Source: an optimization exercise on an open RTL-to-GDS flow (aim: small area). Production flows keep margins and buffers that such runs may drop.
No run shown here included a check of the RTL's function; only the layout flow was run.
No activity file was given, so power comes from the tool's default toggle rates.

==> design.v <==
module Little_star_music_main(
    input clk ,
    input rst ,
    output reg music_play
    );
    reg rst_q ;
    always @(posedge clk) rst_q <= rst ;
    wire rr = rst | rst_q ;
    reg [17:0] y_C4 ;
    reg p_C4 ;
    wire [17:0] x_C4 = y_C4 ^ 18'h24ccc ;
    wire [17:0] sh_C4 = {~y_C4[16], y_C4[15], ~y_C4[14], ~y_C4[13], y_C4[12], ~y_C4[11], y_C4[10], ~y_C4[9], y_C4[8], ~y_C4[7], y_C4[6], ~y_C4[5], y_C4[4], ~y_C4[3], y_C4[2], ~y_C4[1], y_C4[0], x_C4[17] ^ x_C4[10]} ;
    wire rt_C4 = rr | (((x_C4 ^ 18'h155dd) & 18'h3dbff) == 18'h0) ;
    always @(posedge clk) begin
        p_C4 <= ~rst & (p_C4 ^ rt_C4) ;
        if (rt_C4) y_C4 <= (sh_C4 & 18'h12aaa) | ((p_C4 ? 18'h27333 : 18'h23333) & 18'h2d555) ;
        else y_C4 <= sh_C4 ;
    end
    reg [17:0] y_D4 ;
    reg p_D4 ;
    wire [17:0] x_D4 = y_D4 ^ 18'h332cc ;
    wire [17:0] sh_D4 = {y_D4[16], ~y_D4[15], y_D4[14], ~y_D4[13], y_D4[12], ~y_D4[11], y_D4[10], ~y_D4[9], ~y_D4[8], ~y_D4[7], y_D4[6], ~y_D4[5], y_D4[4], ~y_D4[3], y_D4[2], ~y_D4[1], y_D4[0], x_D4[17] ^ x_D4[10]} ;
    wire rt_D4 = rr | (((x_D4 ^ 18'h762) & 18'h1bff7) == 18'h0) ;
    always @(posedge clk) begin
        p_D4 <= ~rst & (p_D4 ^ rt_D4) ;
        if (rt_D4) y_D4 <= (sh_D4 & 18'h2a8aa) | ((p_D4 ? 18'h33f0c : 18'h33f0c) & 18'h15755) ;
        else y_D4 <= sh_D4 ;
    end
    reg [17:0] y_E4 ;
    reg p_E4 ;
    wire [17:0] x_E4 = y_E4 ^ 18'h2666c ;
    wire [17:0] sh_E4 = {~y_E4[16], y_E4[15], ~y_E4[14], y_E4[13], ~y_E4[12], y_E4[11], ~y_E4[10], y_E4[9], ~y_E4[8], y_E4[7], ~y_E4[6], y_E4[5], ~y_E4[4], ~y_E4[3], y_E4[2], ~y_E4[1], y_E4[0], x_E4[17] ^ x_E4[10]} ;
    wire rt_E4 = rr | (((x_E4 ^ 18'h22f16) & 18'h3ef7b) == 18'h0) ;
    always @(posedge clk) begin
        p_E4 <= ~rst & (p_E4 ^ rt_E4) ;
        if (rt_E4) y_E4 <= (sh_E4 & 18'h1554a) | ((p_E4 ? 18'h21870 : 18'h21870) & 18'h2aab5) ;
        else y_E4 <= sh_E4 ;
    end
    reg [17:0] y_F4 ;
    reg p_F4 ;
    wire [17:0] x_F4 = y_F4 ^ 18'hc92c ;
    wire [17:0] sh_F4 = {y_F4[16], ~y_F4[15], y_F4[14], ~y_F4[13], y_F4[12], ~y_F4[11], ~y_F4[10], y_F4[9], ~y_F4[8], ~y_F4[7], y_F4[6], ~y_F4[5], ~y_F4[4], ~y_F4[3], y_F4[2], ~y_F4[1], y_F4[0], x_F4[17] ^ x_F4[6]} ;
    wire rt_F4 = rr | (((x_F4 ^ 18'h22ac5) & 18'h3afdf) == 18'h0) ;
    always @(posedge clk) begin
        p_F4 <= ~rst & (p_F4 ^ rt_F4) ;
        if (rt_F4) y_F4 <= (sh_F4 & 18'h2a48a) | ((p_F4 ? 18'hced3 : 18'hc6d3) & 18'h15b75) ;
        else y_F4 <= sh_F4 ;
    end
    reg [16:0] y_G4 ;
    reg p_G4 ;
    wire [16:0] x_G4 = y_G4 ^ 17'h6664 ;
    wire [16:0] sh_G4 = {y_G4[15], ~y_G4[14], y_G4[13], ~y_G4[12], y_G4[11], ~y_G4[10], y_G4[9], ~y_G4[8], y_G4[7], ~y_G4[6], y_G4[5], ~y_G4[4], y_G4[3], ~y_G4[2], ~y_G4[1], y_G4[0], x_G4[16] ^ x_G4[2]} ;
    wire rt_G4 = rr | (((x_G4 ^ 17'h187b7) & 17'h1dfef) == 17'h0) ;
    always @(posedge clk) begin
        p_G4 <= ~rst & (p_G4 ^ rt_G4) ;
        if (rt_G4) y_G4 <= (sh_G4 & 17'h15552) | ((p_G4 ? 17'h1e187 : 17'h1e187) & 17'haaad) ;
        else y_G4 <= sh_G4 ;
    end
    reg [16:0] y_A4 ;
    reg p_A4 ;
    wire [16:0] x_A4 = y_A4 ^ 17'h6ccc ;
    wire [16:0] sh_A4 = {y_A4[15], ~y_A4[14], y_A4[13], ~y_A4[12], ~y_A4[11], y_A4[10], ~y_A4[9], y_A4[8], ~y_A4[7], y_A4[6], ~y_A4[5], y_A4[4], ~y_A4[3], y_A4[2], ~y_A4[1], y_A4[0], x_A4[16] ^ x_A4[5]} ;
    wire rt_A4 = rr | (((x_A4 ^ 17'h119b8) & 17'h17eff) == 17'h0) ;
    always @(posedge clk) begin
        p_A4 <= ~rst & (p_A4 ^ rt_A4) ;
        if (rt_A4) y_A4 <= (sh_A4 & 17'h14aaa) | ((p_A4 ? 17'h6ffc : 17'h6ffc) & 17'hb555) ;
        else y_A4 <= sh_A4 ;
    end
    reg [17:0] y_s ;
    wire [17:0] x_s = y_s ^ 18'h2aaaa ;
    wire term_s = ((x_s ^ 18'hb07) & 18'h3dfff) == 18'h0 ;
    reg rest ;
    reg [5:0] idx ;
    always @(posedge clk) begin
        if (rst) begin
            y_s <= 18'h2bf29 ;
            rest <= 1'b1 ;
            idx <= 6'd0 ;
        end
        else if (term_s) begin
            y_s <= 18'h3bb39 ;
            rest <= ~rest ;
            if (!rest) idx <= (idx == 6'd41) ? 6'd0 : idx + 6'd1 ;
        end
        else y_s <= {~y_s[16:0], x_s[17] ^ x_s[10]} ;
    end
    reg tone ;
    always @(*) begin
        case (idx)
            6'd0 : tone = p_C4 ;
            6'd1 : tone = p_C4 ;
            6'd2 : tone = p_G4 ;
            6'd3 : tone = p_G4 ;
            6'd4 : tone = p_A4 ;
            6'd5 : tone = p_A4 ;
            6'd6 : tone = p_G4 ;
            6'd7 : tone = p_F4 ;
            6'd8 : tone = p_F4 ;
            6'd9 : tone = p_E4 ;
            6'd10 : tone = p_E4 ;
            6'd11 : tone = p_D4 ;
            6'd12 : tone = p_D4 ;
            6'd13 : tone = p_C4 ;
            6'd14 : tone = p_G4 ;
            6'd15 : tone = p_G4 ;
            6'd16 : tone = p_F4 ;
            6'd17 : tone = p_F4 ;
            6'd18 : tone = p_E4 ;
            6'd19 : tone = p_E4 ;
            6'd20 : tone = p_D4 ;
            6'd21 : tone = p_G4 ;
            6'd22 : tone = p_G4 ;
            6'd23 : tone = p_F4 ;
            6'd24 : tone = p_F4 ;
            6'd25 : tone = p_E4 ;
            6'd26 : tone = p_E4 ;
            6'd27 : tone = p_D4 ;
            6'd28 : tone = p_C4 ;
            6'd29 : tone = p_C4 ;
            6'd30 : tone = p_G4 ;
            6'd31 : tone = p_G4 ;
            6'd32 : tone = p_A4 ;
            6'd33 : tone = p_A4 ;
            6'd34 : tone = p_G4 ;
            6'd35 : tone = p_F4 ;
            6'd36 : tone = p_F4 ;
            6'd37 : tone = p_E4 ;
            6'd38 : tone = p_E4 ;
            6'd39 : tone = p_D4 ;
            6'd40 : tone = p_D4 ;
            6'd41 : tone = p_C4 ;
            default : tone = 1'b0 ;
        endcase
    end
    reg [3:0] ph ;
    always @(posedge clk) begin
        if (rst) ph <= 4'd0 ;
        else ph <= ph + 4'd1 ;
        if (rst) music_play <= 1'b0 ;
        else if (ph == 4'd1) music_play <= ~rest & tone ;
    end
endmodule
==> run.sh <==
#!/bin/bash
# synth_recipe.tcl (not shown) runs the flow's synth.tcl, then flattens the netlist and writes it again
# the make line also repeats each setting of config.mk as NAME=value (left out here)
make -C /OpenROAD-flow-scripts/flow DESIGN_CONFIG=/design/flow/config.mk WORK_HOME=/design/flow/orfs CLKGATE_MAP_FILE= SYNTH_SCRIPT=/design/flow/synth_recipe.tcl finish
==> config.mk <==
export PLATFORM = sky130hd
export DESIGN_NAME = Little_star_music_main
export DESIGN_NICKNAME = Little_star_music_main
export VERILOG_FILES = /design/flow/design.v
export SDC_FILE = /design/flow/constraint.sdc
export NUM_CORES = 4
export LEC_CHECK = 0
export CAP_MARGIN = 20
export CORE_MARGIN = 2
export CORE_UTILIZATION = 40
export SLEW_MARGIN = 20
==> constraint.sdc <==
create_clock -name core_clock -period 10.0 [get_ports {clk}]
set_input_delay 2.0000 -clock core_clock [delete_from_list [all_inputs] [get_ports {clk}]]
set_output_delay 2.0000 -clock core_clock [all_outputs]
set_load 0.01 [all_outputs]
==> results of run 1 <==
-- layer usage --
layer	vias up	GRT usage, %
met1	1298	17.26
met4	0	7.784
li1	1424	-
met5	-	0
met3	12	4.662
met2	35	20.00
-- critical path: stages --
cell,delay [ns]
clkdlybuf4s50_1,0.40
buf_4,0.23
nor2_1,0.66
o31ai_1,0.38
nand2_1,0.17
nor3b_1,0.19
-- layout by cell type (no fill, tap or decap), types with 2 or more instances in the layout --
cell type / n
dfxtp_1: 143
nor2_1: 59
nand2_1: 52
clkbuf_16: 16
nand4b_1: 11
xnor2_1: 10
inv_1: 8
o21ai_0: 8
a21oi_1: 8
nand4_1: 7
nand2b_1: 6
ha_1: 6
nor4bb_1: 5
nor3b_1: 5
nor4_1: 5
nor4b_1: 4
nor3_1: 4
nor2b_1: 4
xor2_1: 4
bufinv_16: 4
o31ai_1: 3
nand3b_1: 3
or4_1: 3
clkinvlp_4: 3
or2_2: 2
a41oi_1: 2
and3_1: 2
and4b_1: 2
mux2i_1: 2
a31o_2: 2
clkinv_4: 2
clkinv_2: 2
inv_6: 2
clkbuf_1: 2
clkdlybuf4s50_1: 2
-- report_power, final --
group | switching, mW | internal (mW) | total [mW]
registers | 0.0134 | 0.591 | 0.605
logic | 0.0175 | 0.0147 | 0.0322
clock network | 0.230 | 0.406 | 0.636
total | 0.261 | 1.01 | 1.27
-- synth_stat cells, types with 3 or more instances --
cell type	instances
nand3b_1	3
o21ai_0	8
nand4b_1	11
nor4bb_1	5
xnor2_1	10
nor2_1	59
nor4_1	5
nor2b_1	4
nand2b_1	6
dfxtp_1	143
o31ai_1	3
nand2_1	52
a21oi_1	8
inv_1	8
xor2_1	4
or4_1	3
nor3b_1	5
clkbuf_1	8
nor4b_1	4
nand4_1	7
nor3_1	4
ha_1	6
-- worst max-delay path by stage --
stage                     start   end  slack [ns]
after CTS                   rst  p_F4        6.37
after global placement      rst  p_F4        5.97
final                       rst  p_F4        6.37
after detailed placement    rst  p_F4        5.84
after global routing        rst  p_F4        6.22
after floorplan             rst  p_G4        7.04
-- state kept, by name, indices dropped and copies added, names as in the netlist, 4 cells and up --
signal	flops
y_G4	17
y_F4	18
y_E4	18
y_s	18
y_C4	18
y_D4	18
y_A4	17
ph	4
idx	6
-- metrics by stage --
stage          instance area [µm²]  util [%]  cells  worst slack, ns
6_report                      5156     47.99    569            6.370
5_1_grt                       5156     47.99    569            6.224
4_1_cts                       5156     47.99    569            6.375
3_5_place_dp                  4547     42.31    537            5.839
3_3_place_gp                  4547     42.31    537            5.972
2_1_floorplan                 4384         -    404            7.043
-- cell type report --
cell class                 count  area (µm²)  share of cell area, %
tap                          140       175.2                  3.397
sequential                   143        2863                  55.52
inverter                       8       30.03                 0.5824
clock buffer                  19       421.7                  8.178
timing repair buffer           3       27.53                 0.5339
multi-input combinational    243        1451                  28.15
clock inverter                13       187.7                  3.640
-- kinds of logic (layout without fill, tap and decap cells) --
| family | Yosys count | count (layout) | synth area share (%) |
|---|---|---|---|
| and+or+nand+nor | 182 | 182 | 21.80 |
| adders and majority gates | 6 | 6 | 1.712 |
| xor gates and xnor gates | 14 | 14 | 2.797 |
| muxes | 3 | 3 | 0.7135 |
| AOI/OAI and AO/OA | 38 | 38 | 6.080 |
| DFF | 143 | 143 | 65.30 |
| buffers and inverters | 18 | 43 | 1.598 |
==> impl_metrics.csv, run 1 <==
group,metric,value,unit
clock_network,cts_sinks,143,
global_route,grt_max_degree,33,
sta,fin_crit_sh,36.30,%
global_route,grt_pass1_wl,12190,µm
sta,max_freq,0.2755,GHz
run,maxCapViolations,0,
place,gp_congestion,0.7601,
floorplan,die_w,108.7,µm
floorplan,ios,3,
synthesis,seq_area_frac_synth,65.30,%
setup_path,worstSetupStartpointType,"primary input",
floorplan,initial_core_util,40.80,%
floorplan,core_area,10750,µm²
cells_and_area,diodes,0,
synthesis,syn_area,4384,µm²
min_path,holdCritPathClass,"reg2reg",
setup_path,rr_endpoint,"idx[2]",
setup_path,worstPathRequired,10.42,ns
synthesis,synth_edf_count,0,
place,io_buffers,2,
power,max-vdd-ir-drop,103.9,µV
global_route,grt_use_total,13.56,%
clock_network,clk_latency,0.50,ns
setup_path,rr_worst_depth,5,
clock_network,cts_tree,"done",
synthesis,synth.top_cells.by_area,"dfxtp_1 (65%), nor2_1 (5.1%), nand2_1 (4.5%)",
route,wl_met3,196,µm
sta,hold_slack,0.3273,ns
route,routed-wl-met2,3137,µm
clock_network,clockBufferDepth,2,
sta,worst_slew_pin_slew,0.8259,ns
clock_network,ctsHoldBuffers,0,
cells_and_area,final_layout_size_suffix_gt1_share,9.324,%
floorplan,fp.dieArea,11810,µm²
place,hpwlAfterDp,4733,µm
synthesis,synth_top_area_share,65.30,%
clock_network,cts_inserted_buffers,17,
clock_network,cts_setup_buffers,0,
synthesis,synth_cell_types,54,
global_route,first_global_vias,2666,
route,drc,0,
route,via_count,2769,
synthesis,syn_avg_cell_area,10.85,µm²
synthesis,synthFlopType,"dfxtp_1",
setup_path,r2r_slack,8.04,ns
floorplan,die_h,108.7,µm
clock_network,post_cts_resized,0,
setup_path,crit_fanout,32,
clock_network,htree_levels,4,
cells_and_area,num-fill-cells,991,
sta,fin_worst_skew,0.008332,ns
clock_network,cts-root-buf,"clkbuf_8",
global_route,antenna_found_initial,0,
power,p_total,1.274,mW
synthesis,ys_ff_latch,143,
route,highest_layer,"met4",
run_status,status,"finished clean",
route,wl_per_cell,12.64,µm
sta,period_needed,3.630,ns
power,leakage,1.929,nW
setup_path,crit_type,"in2reg",
route,via_per_inst,4.866,
min_path,hold_depth,0,
power,powerDensity,247.0,nW/µm²
setup_path,crit_path_end_kind,"flop",
sta,hold_viol,0,
min_path,hold_start,"y_E4[2]",
synthesis,syn_inst,404,
synthesis,syn-num-nets,412,
route,first_iter_violations,119,
synthesis,synth_area_leader_cell,"dfxtp_1",
synthesis,async_flop_share,0,%
sta,finalSetupTns,0,ns
cells_and_area,area_growth,17.61,%
sta,setup_viol,0,
route,drt-met1-wl,3731,µm
floorplan,row_count,38,
global_route,gr-total-overflow,0,
clock_network,clkSlewWorstSetupHoldPaths,0.06,ns
route,wl,7193,µm
synthesis,yosysWarnings,1,
cells_and_area,final_nets,424,
setup_path,worstReg2RegStart,"y_s[12]",
route,ant_nets,0,
sta,relSlewSlack,44.74,%
route,drt-pass1-iter-count,4,
min_path,whs_endpoint,"y_E4[3]",
sta,rsz0062_at_grt,"false",
sta,slew_violations,0,
setup_path,cp_data_arrival_time,4.05,ns
==> run 2: changes to the inputs <==
--- a/config.mk
+++ b/config.mk
@@ -10,2 +10,5 @@
 export CORE_UTILIZATION = 40
+export CTS_BUF_LIST = sky130_fd_sc_hd__clkbuf_4
+export CTS_CLUSTER_DIAMETER = 100
+export CTS_CLUSTER_SIZE = 40
 export SLEW_MARGIN = 20
==> run 2 against run 1 <==
Largest cell class unchanged. Sequential share of layout area increased by 3.2 points. Worst hold slack better by 0.013 ns. Utilization decreased by 2.6 points. Largest power group is now registers. Critical endpoint unchanged. Via count about the same. Count of clock-buffer cells in the layout did not move. Combinational power barely moved. Clock skew increased by 0.0083 ns.
==> impl_metrics.csv, run 2 <==
group,metric,value,unit
clock_network,clockBufferDepth,2,
setup_path,crit_type,"in2reg",
synthesis,seq_area_frac_synth,65.30,%
clock_network,post_cts_resized,0,
place,place_ws,5.839,ns
synthesis,async_flop_share,0,%
global_route,grtUsageMet2,19.42,%
cells_and_area,final_layout_size_suffix_gt1_share,9.790,%
clock_network,htree_levels,4,
floorplan,initial_core_util,40.80,%
synthesis,synth_top_area_share,65.30,%
run_status,status,"finished clean",
setup_path,crit_path_end_kind,"flop",
place,gp_congestion,0.7601,
global_route,grt_max_degree,33,
floorplan,ios,3,
floorplan,fp.dieArea,11810,µm²
setup_path,rr_endpoint,"idx[2]",
setup_path,r2r_slack,8.03,ns
synthesis,synth_area_leader_cell,"dfxtp_1",
synthesis,syn_area,4384,µm²
synthesis,ys_top_cells_by_count,"dfxtp_1 (143), nor2_1 (59), nand2_1 (52)",
sta,finalSetupTns,0,ns
power,leakage,1.810,nW
power,powerDensity,213.1,nW/µm²
sta,rsz0062_at_grt,"false",
sta,setup_viol,0,
route,ant_nets,0,
cells_and_area,area_growth,11.24,%
global_route,first_global_vias,2615,
global_route,gr-total-overflow,0,
setup_path,worstSetupStartpointType,"primary input",
synthesis,syn_avg_cell_area,10.85,µm²
sta,hold_viol,0,
setup_path,path_cells,"clkdlybuf4s50_1, buf_4, nor2_1, o31ai_1, nand2_1, nor3b_1",
min_path,whs_endpoint,"y_F4[13]",
sta,period_needed,3.614,ns
clock_network,cts-root-buf,"clkbuf_4",
setup_path,worstPathRequired,10.43,ns
global_route,busiest_layer,"met2",
setup_path,path_buf_inv,2,
min_path,holdCritPathClass,"reg2reg",
setup_path,critPathSlowestCell,"nor2_1",
sta,slew_violations,0,
synthesis,synth_edf_count,0,
clock_network,clk_latency,0.51,ns
setup_path,crit_start,"rst",
clock_network,cts_tree,"done",
setup_path,cpPeakStageDelay,0.66,ns
power,p_total,1.039,mW
synthesis,synth.top_cells.by_area,"dfxtp_1 (65%), nor2_1 (5.1%), nand2_1 (4.5%)",
sta,relSlewSlack,44.89,%
setup_path,crit_family,"simple AND/OR/NAND/NOR gates",
sta,setup_ws,6.386,ns
clock_network,cts_setup_buffers,0,
synthesis,yosysWarnings,1,
synthesis,syn_inst,404,
route,first_iter_violations,146,
cells_and_area,final_cell_mix,"dfxtp_1 (143), nor2_1 (59), nand2_1 (52), clkbuf_4 (19), nand4b_1 (11)",
route,drt-pass1-iter-count,4,
setup_path,rr_worst_depth,5,
clock_network,cts_inserted_buffers,17,
route,via_count,2768,
synthesis,ys_ff_latch,143,
setup_path,cp_data_arrival_time,4.04,ns
cells_and_area,final_nets,424,
floorplan,die_h,108.7,µm
global_route,antenna_found_initial,0,
clock_network,cts_sinks,143,
synthesis,synth_cell_types,54,
place,hpwlAfterDp,4733,µm
route,drc,0,
clock_network,clkSlewWorstSetupHoldPaths,0.11,ns
cells_and_area,fin_area,4877,µm²
cells_and_area,final_common_cell,"dfxtp_1",
sta,fin_crit_sh,36.14,%
synthesis,syn-num-nets,412,
power,max-vdd-ir-drop,74.13,µV
cells_and_area,fin_cells,569,
sta,fin_worst_skew,0.01659,ns
min_path,hold_start,"y_F4[12]",
setup_path,worstReg2RegStart,"y_s[12]",
global_route,use_met1,16.61,%
sta,max_freq,0.2767,GHz
synthesis,yosysMostFrequentCell,"dfxtp_1",
route,via_per_inst,4.865,
floorplan,row_count,38,
place,dp_cells,537,
min_path,hold_depth,0,
floorplan,core_area,10750,µm²
route,wl,6933,µm
place,dpl_cell_area,4547,µm²
route,wl_per_cell,12.18,µm
place,io_buffers,2,
synthesis,synthFlopType,"dfxtp_1",
global_route,use_met3,5.559,%
global_route,grt_use_total,13.08,%
clock_network,ctsHoldBuffers,0,
floorplan,die_w,108.7,µm
global_route,grt_pass1_wl,11840,µm
setup_path,crit_fanout,32,
run,maxCapViolations,0,
sta,worst_slew_pin_slew,0.8236,ns
cells_and_area,diodes,0,
==> run 2: cell counts after synthesis <==
Identical to the previous run, type by type.
==> run 2: where the power goes <==
group | internal (mW) | switching, mW | leakage, nW | total [mW]
logic | 0.0147 | 0.0173 | 0.467 | 0.0320
clock network | 0.205 | 0.198 | 0.170 | 0.404
registers | 0.591 | 0.0131 | 1.17 | 0.604
total | 0.811 | 0.229 | 1.81 | 1.04
==> run 2: cells by family (layout without fill, tap and decap cells) <==
logic type | count (synthesis) | count (layout) | share of synthesized area [%]
AOI/OAI and AO/OA | 38 | 38 | 6.080
xor gates and xnor gates | 14 | 14 | 2.797
adders and majority gates | 6 | 6 | 1.712
buffers and inverters | 18 | 43 | 1.598
DFF | 143 | 143 | 65.30
muxes | 3 | 3 | 0.7135
and+or+nand+nor | 182 | 182 | 21.80
==> run 2: layer usage <==
metal	part of all wire, %	vias to the layer above
met2	43	37
met1	52	1294
li1	-	1429
met4	1.5	0
met3	3.7	8
met5	0	-
==> run 2: layout make-up <==
type | count | area (µm²)
fillers | 1018 | 5868
well taps | 140 | 175.2
clock buffers | 19 | 142.6
repair buffers | 3 | 27.53
multi-input cells | 243 | 1451
clock inverters | 13 | 187.7
flip-flops and latches | 143 | 2863
inverters | 8 | 30.03
==> run 2: worst max path at each step <==
stage,endpoint,slack [ns],depth (start not counted)
finish,p_F4,6.39,6
global route,p_F4,6.25,6
CTS,p_F4,6.39,6
detailed placement,p_F4,5.84,6
floorplan,p_G4,7.04,4
global placement,p_F4,5.97,6
==> run 2: metrics by stage <==
step / hold slack [ns] / util [%]
6_report: 0.3402 / 45.39
3_5_place_dp: 0.3150 / 42.31
5_1_grt: 0.3485 / 45.39
3_3_place_gp: 0.3107 / 42.31
2_1_floorplan: 0.3096 / -
4_1_cts: 0.3426 / 45.39
==> run 3: changes to the inputs <==
==> flow/run.sh (new file) <==
#!/bin/bash
# Own layout flow: the standard flow, with clock tree synthesis told not
# to add dummy loads and to use small clock buffers. Each tool's output goes to
# the ORFS logs under orfs/logs; the make output goes to standard.log.
set -euo pipefail
export CTS_ARGS="-sink_clustering_enable -repair_clock_nets -dont_use_dummy_load -sink_clustering_size 20 -sink_clustering_max_diameter 100 -buf_list {sky130_fd_sc_hd__clkbuf_4 sky130_fd_sc_hd__clkbuf_8}"
bash standard.sh > standard.log 2>&1
==> standard.sh (new file) <==
#!/bin/bash
# synth_recipe.tcl (not shown) runs the flow's synth.tcl, then flattens the netlist and writes it again
# the make line also repeats each setting of config.mk as NAME=value (left out here)
make -C /OpenROAD-flow-scripts/flow DESIGN_CONFIG=/design/flow/config.mk WORK_HOME=/design/flow/orfs CLKGATE_MAP_FILE= SYNTH_SCRIPT=/design/flow/synth_recipe.tcl "${@:-finish}"
--- a/config.mk
+++ b/config.mk
@@ -10,5 +10,2 @@
 export CORE_UTILIZATION = 40
-export CTS_BUF_LIST = sky130_fd_sc_hd__clkbuf_4
-export CTS_CLUSTER_DIAMETER = 100
-export CTS_CLUSTER_SIZE = 40
 export SLEW_MARGIN = 20
removed: run.sh
==> run 3 against run 2 <==
Still clean on timing, DRC and antenna. Non-clock buffer count did not move. Setup slack got worse by 0.13 ns. Utilization down 0.90 points. Die area stayed put. First-iteration DRC count fell by 32%. Flip-flop and latch count unchanged. Critical path type unchanged. Critical endpoint unchanged. Highest routed layer unchanged.
==> impl_metrics.csv, run 3 <==
group,metric,value,unit
synthesis,ys_top_cells_by_count,"dfxtp_1 (143), nor2_1 (59), nand2_1 (52)",
clock_network,cts_setup_buffers,0,
clock_network,ctsHoldBuffers,0,
clock_network,cts-root-buf,"clkbuf_8",
synthesis,synth_cell_types,54,
setup_path,crit_path_end_kind,"flop",
sta,setup_viol,0,
clock_network,cts_inserted_buffers,17,
cells_and_area,area_growth,9.047,%
sta,fin_worst_skew,0.02235,ns
cells_and_area,final_common_cell,"dfxtp_1",
synthesis,syn_area,4384,µm²
synthesis,seq_area_frac_synth,65.30,%
route,via_count,2731,
power,powerDensity,199.6,nW/µm²
synthesis,synth_edf_count,0,
route,via_per_inst,4.930,
power,leakage,1.763,nW
sta,slew_violations,0,
sta,period_needed,3.747,ns
clock_network,cts_tree,"done",
power,max-vdd-ir-drop,78.87,µV
global_route,first_global_vias,2624,
clock_network,htree_levels,4,
floorplan,die_w,108.7,µm
floorplan,fp.dieArea,11810,µm²
setup_path,cp_data_arrival_time,4.06,ns
clock_network,cts_sinks,143,
setup_path,worstPathRequired,10.32,ns
synthesis,synth_top_area_share,65.30,%
clock_network,post_cts_resized,0,
cells_and_area,final_layout_size_suffix_gt1_share,6.522,%
min_path,holdCritPathClass,"reg2reg",
place,hpwlAfterDp,4733,µm
sta,rsz0062_at_grt,"false",
floorplan,die_h,108.7,µm
sta,max_freq,0.2669,GHz
floorplan,ios,3,
route,drc,0,
synthesis,yosysWarnings,1,
cells_and_area,diodes,0,
cells_and_area,fin_cells,554,
clock_network,clkSlewWorstSetupHoldPaths,0.08,ns
global_route,gr-total-overflow,0,
global_route,grt_use_total,13.06,%
place,io_buffers,2,
setup_path,worstReg2RegStart,"y_s[14]",
setup_path,crit_fanout,32,
route,drt-pass1-iter-count,4,
setup_path,worstSetupStartpointType,"primary input",
synthesis,async_flop_share,0,%
run_status,status,"finished clean",
setup_path,crit_start,"rst",
clock_network,clk_latency,0.42,ns
cells_and_area,final_nets,424,
sta,relSlewSlack,43.74,%
route,ant_nets,0,
synthesis,ys_ff_latch,143,
setup_path,crit_type,"in2reg",
sta,hold_viol,0,
cells_and_area,final_cell_mix,"dfxtp_1 (143), nor2_1 (59), nand2_1 (52), clkbuf_8 (17), nand4b_1 (11)",
min_path,hold_start,"y_F4[14]",
floorplan,core_area,10750,µm²
synthesis,syn_inst,404,
synthesis,synthFlopType,"dfxtp_1",
route,first_iter_violations,100,
global_route,grt_max_degree,33,
synthesis,syn_avg_cell_area,10.85,µm²
synthesis,yosysMostFrequentCell,"dfxtp_1",
route,wl,6908,µm
clock_network,clockBufferDepth,2,
synthesis,synth_area_leader_cell,"dfxtp_1",
floorplan,initial_core_util,40.80,%
global_route,grt_pass1_wl,11790,µm
global_route,antenna_found_initial,0,
synthesis,synth.top_cells.by_area,"dfxtp_1 (65%), nor2_1 (5.1%), nand2_1 (4.5%)",
place,gp_congestion,0.7601,
sta,fin_crit_sh,37.47,%
synthesis,syn-num-nets,412,
floorplan,row_count,38,
run,maxCapViolations,0,
place,dp_cells,537,
sta,worst_slew_pin_slew,0.8407,ns
route,wl_per_cell,12.47,µm
sta,finalSetupTns,0,ns
## run 3: cell type report
class	count	area [µm²]
timing repair buffer	3	27.53
multi-input combinational	243	1451
clock buffer	17	234.0
sequential	143	2863
tap	140	175.2
inverter	8	30.03
fill	1022	5964
## run 3: path summary, 6_finish.rpt
| kind | endpoint | slack (ns) | depth (start not counted) |
|---|---|---|---|
| setup / recovery | p_F4 | 6.25 | 6 |
| hold / removal | y_F4[15] | 0.32 | 0 |
| setup reg to reg | idx[2] | 8.04 | 5 |
| hold reg to reg | y_F4[15] | 0.32 | 0 |
## run 3: layer usage
layer	up-vias	global-route usage (%)	part of all wire (%)
met5	-	0	0
met4	0	7.143	1.7
met3	10	4.842	3.6
met2	45	19.29	43
met1	1273	16.53	52
li1	1403	-	-
## run 3: cell families (layout without fill, tap and decap cells)
logic type / after synthesis / in the layout / synth area share, %
buf+inv: 18 / 28 / 1.598
simple gates: 182 / 182 / 21.80
fa+ha+maj: 6 / 6 / 1.712
xor+xnor: 14 / 14 / 2.797
compound gates: 38 / 38 / 6.080
flops: 143 / 143 / 65.30
mux: 3 / 3 / 0.7135
## run 3: through the flow
stage                     utilization [%]  cell area (µm²)  setup WS, ns  power, mW  hold slack, ns
after detailed placement            42.31             4547         5.839     0.6493          0.3150
after CTS                           44.49             4781         6.272     0.9670          0.3228
after global placement              42.31             4547         5.972     0.6483          0.3107
after floorplan                         -             4384         7.043     0.6387          0.3096
final                               44.49             4781         6.253     0.9543          0.3174
after global routing                44.49             4781         6.116     0.9979          0.3255
## run 3: power by group
part	total [mW]	internal, mW	switching, mW	leakage [nW]
clock	0.318	0.150	0.168	0.122
sequential	0.604	0.591	0.0132	1.17
combinational	0.0319	0.0147	0.0172	0.467
## run 3: critical path: stages
cell	delay, ns
clkdlybuf4s50_1	0.40
buf_4	0.23
nor2_1	0.67
o31ai_1	0.39
nand2_1	0.17
nor3b_1	0.19
==> run 4: changes to the inputs <==
==> flow/run.sh (replaced) <==
#!/bin/bash
# Own layout flow: the standard flow, with clock tree synthesis told not
# to add dummy loads and to use small clock buffers. Each tool's output goes to
# the ORFS logs under orfs/logs; the make output goes to standard.log.
set -euo pipefail
export CTS_ARGS="-sink_clustering_enable -repair_clock_nets -dont_use_dummy_load -sink_clustering_size 30 -sink_clustering_max_diameter 150 -buf_list {sky130_fd_sc_hd__clkbuf_2 sky130_fd_sc_hd__clkbuf_4}"
bash standard.sh > standard.log 2>&1
==> run 4 against run 3 <==
Utilization is 0.99 points lower. Flip-flop and latch count stayed put. First-iteration DRC count is 17% higher. Cell count stayed put. Critical path depth stayed put. Global-route usage hardly changed. Critical endpoint unchanged. Non-clock buffer count stayed put. Register-to-register slack worse by 0.03 ns. Largest power group unchanged. Die area stayed put. Critical path type unchanged. Worst hold slack better by 0.0015 ns.
==> impl_metrics.csv, run 4 <==
group,metric,value,unit
route,highest_layer,"met4",
synthesis,synthFlopType,"dfxtp_1",
setup_path,path_buf_inv,2,
setup_path,worstSetupStartpointType,"primary input",
cells_and_area,final_layout_size_suffix_gt1_share,6.522,%
synthesis,synth_edf_count,0,
route,drc,0,
synthesis,async_flop_share,0,%
setup_path,path_cells,"clkdlybuf4s50_1, buf_4, nor2_1, o31ai_1, nand2_1, nor3b_1",
floorplan,die_w,108.7,µm
clock_network,cts_tree,"done",
floorplan,ios,3,
route,routed-wl-met2,2934,µm
setup_path,crit_path_end_kind,"flop",
floorplan,fp.dieArea,11810,µm²
global_route,antenna_found_initial,0,
sta,fin_crit_sh,36.58,%
floorplan,die_h,108.7,µm
sta,relSlewSlack,45.01,%
clock_network,post_cts_resized,0,
setup_path,cp_data_arrival_time,4.04,ns
setup_path,rr_worst_depth,5,
min_path,holdCritPathClass,"reg2reg",
clock_network,ctsHoldBuffers,0,
cells_and_area,diodes,0,
place,io_buffers,2,
sta,slew_violations,0,
clock_network,cts-root-buf,"clkbuf_4",
setup_path,worstReg2RegStart,"y_s[14]",
route,wl_met3,249,µm
cells_and_area,final_common_cell,"dfxtp_1",
cells_and_area,num-fill-cells,1033,
route,first_iter_violations,117,
setup_path,crit_fanout,32,
synthesis,synth_top_area_share,65.30,%
sta,hold_viol,0,
route,wl,6871,µm
floorplan,core_area,10750,µm²
global_route,first_global_vias,2621,
setup_path,crit_family,"simple AND/OR/NAND/NOR gates",
route,drt-pass1-iter-count,4,
route,via_per_inst,4.906,
global_route,grt_max_degree,33,
route,ant_nets,0,
synthesis,syn_inst,404,
cells_and_area,area_growth,6.621,%
clock_network,cts_sinks,143,
synthesis,synth_cell_types,54,
place,hpwlAfterDp,4733,µm
sta,setup_viol,0,
clock_network,clk_latency,0.50,ns
run,maxCapViolations,0,
setup_path,r2r_slack,8.01,ns
setup_path,crit_start,"rst",
sta,finalSetupTns,0,ns
synthesis,ys_ff_latch,143,
power,leakage,1.719,nW
run_status,status,"finished clean",
sta,fin_worst_skew,0.03258,ns
synthesis,yosysWarnings,1,
power,max-vdd-ir-drop,59.23,µV
synthesis,syn_avg_cell_area,10.85,µm²
sta,period_needed,3.658,ns
setup_path,cpPeakStageDelay,0.66,ns
clock_network,htree_levels,4,
setup_path,crit_type,"in2reg",
setup_path,worstPathRequired,10.38,ns
clock_network,cts_setup_buffers,0,
setup_path,cp.depth,6,
global_route,gr-total-overflow,0,
clock_network,clkSlewWorstSetupHoldPaths,0.11,ns
setup_path,critPathCapture,"p_F4",
synthesis,seq_area_frac_synth,65.30,%
setup_path,critPathSlowestCell,"nor2_1",
sta,worst_slew_pin_slew,0.8218,ns
synthesis,synth_area_leader_cell,"dfxtp_1",
cells_and_area,regArea,2863,µm²
synthesis,synth.top_cells.by_area,"dfxtp_1 (65%), nor2_1 (5.1%), nand2_1 (4.5%)",
synthesis,syn-num-nets,412,
global_route,grt_use_total,13.03,%
synthesis,yosysMostFrequentCell,"dfxtp_1",
clock_network,clockBufferDepth,2,
place,gp_congestion,0.7601,
setup_path,rr_endpoint,"idx[3]",
route,wl_per_cell,12.40,µm
route,drt-met1-wl,3581,µm
cells_and_area,final_cell_mix,"dfxtp_1 (143), nor2_1 (59), nand2_1 (52), clkbuf_4 (17), nand4b_1 (11)",
route,via_count,2718,
floorplan,initial_core_util,40.80,%
floorplan,row_count,38,
power,powerDensity,186.1,nW/µm²
sta,max_freq,0.2734,GHz
cells_and_area,fin_util,43.50,%
clock_network,cts_inserted_buffers,17,
sta,rsz0062_at_grt,"false",
cells_and_area,final_nets,424,
global_route,grt_pass1_wl,11750,µm
cells_and_area,multiInputGateArea,1451,µm²
synthesis,ys_top_cells_by_count,"dfxtp_1 (143), nor2_1 (59), nand2_1 (52)",
synthesis,syn_area,4384,µm²
[run 4: cell counts after synthesis]
Identical to the previous run, type by type.
[run 4: worst min-delay path by stage]
stage	from	endpoint	cells past startpoint	slack, ns
3_5_place_dp	y_E4[2]	y_E4[3]	0	0.31
2_1_floorplan	y_A4[15]	y_A4[16]	0	0.31
6_report	y_F4[14]	y_F4[15]	0	0.32
5_1_grt	y_F4[14]	y_F4[15]	0	0.32
3_3_place_gp	y_E4[7]	y_E4[8]	0	0.31
4_1_cts	y_F4[14]	y_F4[15]	0	0.32
[run 4: worst register-to-register path, stage by stage (launching register included)]
cell,delay (ns)
dfxtp_1,0.34
nor4_2,0.24
nand2_1,0.10
or4_1,0.59
or3b_2,0.49
a21oi_1,0.15
[run 4: cell type report]
type	instances	area share, %
Multi-Input combinational cell	243	31.05
Tap cell	140	3.747
Inverter	8	0.6424
Sequential cell	143	61.24
Timing Repair Buffer	3	0.5889
Clock buffer	17	2.730
[run 4: layer usage]
metal	GRT usage (%)	vias to the layer above
li1	-	1412
met1	16.53	1272
met2	19.20	26
met3	5.559	8
met4	6.044	0
met5	0	-
[run 4: where the power goes]
| part | leakage (nW) | total [mW] | switching (mW) | internal [mW] |
|---|---|---|---|---|
| Sequential | 1.17 | 0.604 | 0.0132 | 0.591 |
| Combinational | 0.467 | 0.0320 | 0.0173 | 0.0147 |
| Clock | 0.0782 | 0.234 | 0.156 | 0.0779 |
[run 4: kinds of logic (layout without fill, tap and decap cells)]
kind of cell	count (synthesis)	after routing	synth area share [%]
compound gates	38	38	6.080
simple gates	182	182	21.80
mux	3	3	0.7135
xor+xnor	14	14	2.797
fa+ha+maj	6	6	1.712
buf+inv	18	28	1.598
flops	143	143	65.30
[run 4: per-stage QoR]
step	hold WS, ns	worst slack (ns)	std cells	power [mW]	cell area, µm²
global placement	0.3107	5.972	537	0.6483	4547
finish	0.3189	6.342	554	0.8702	4674
detailed placement	0.3150	5.839	537	0.6493	4547
floorplan	0.3096	7.043	404	0.6387	4384
global route	0.3241	6.219	554	0.9160	4674
CTS	0.3217	6.354	554	0.8826	4674

==> static timing again, ports no longer ideal <==
How much do the figures lean on ideal ports? The routed layouts below were timed once more, with nothing changed but the port constraints.
Step 1 (the two cells are an assumption about what drives the block):
set clk [get_ports {clk}]
set_driving_cell -lib_cell sky130_fd_sc_hd__clkbuf_16 $clk
set_driving_cell -lib_cell sky130_fd_sc_hd__buf_2 [delete_from_list [all_inputs] $clk]
Step 2 times the ports against the registers' clock, not the clock port: input delays grow and output delays shrink by t, the midpoint of the rising clock arrivals with the driver on.
a / b / c = no drivers / after step 1 / after step 2; a / b = the first two.
run	t, ns	setup slack, ns	hold slack, ns	worst setup path at the end
run 1	0.536	6.370 / 6.382 / 5.846	0.327 / 0.327 / 0.327	input to register
run 2	0.536	6.386 / 6.394 / 5.858	0.340 / 0.340 / 0.340	input to register
run 3	0.440	6.253 / 6.262 / 5.822	0.317 / 0.317 / 0.317	input to register
run 4	0.512	6.342 / 6.351 / 5.839	0.319 / 0.319 / 0.319	input to register
After both steps every run listed still meets setup and hold. The setup slack of run 2, which loses most, moves by +0.008 ns with the drivers and by -0.528 ns with both steps.
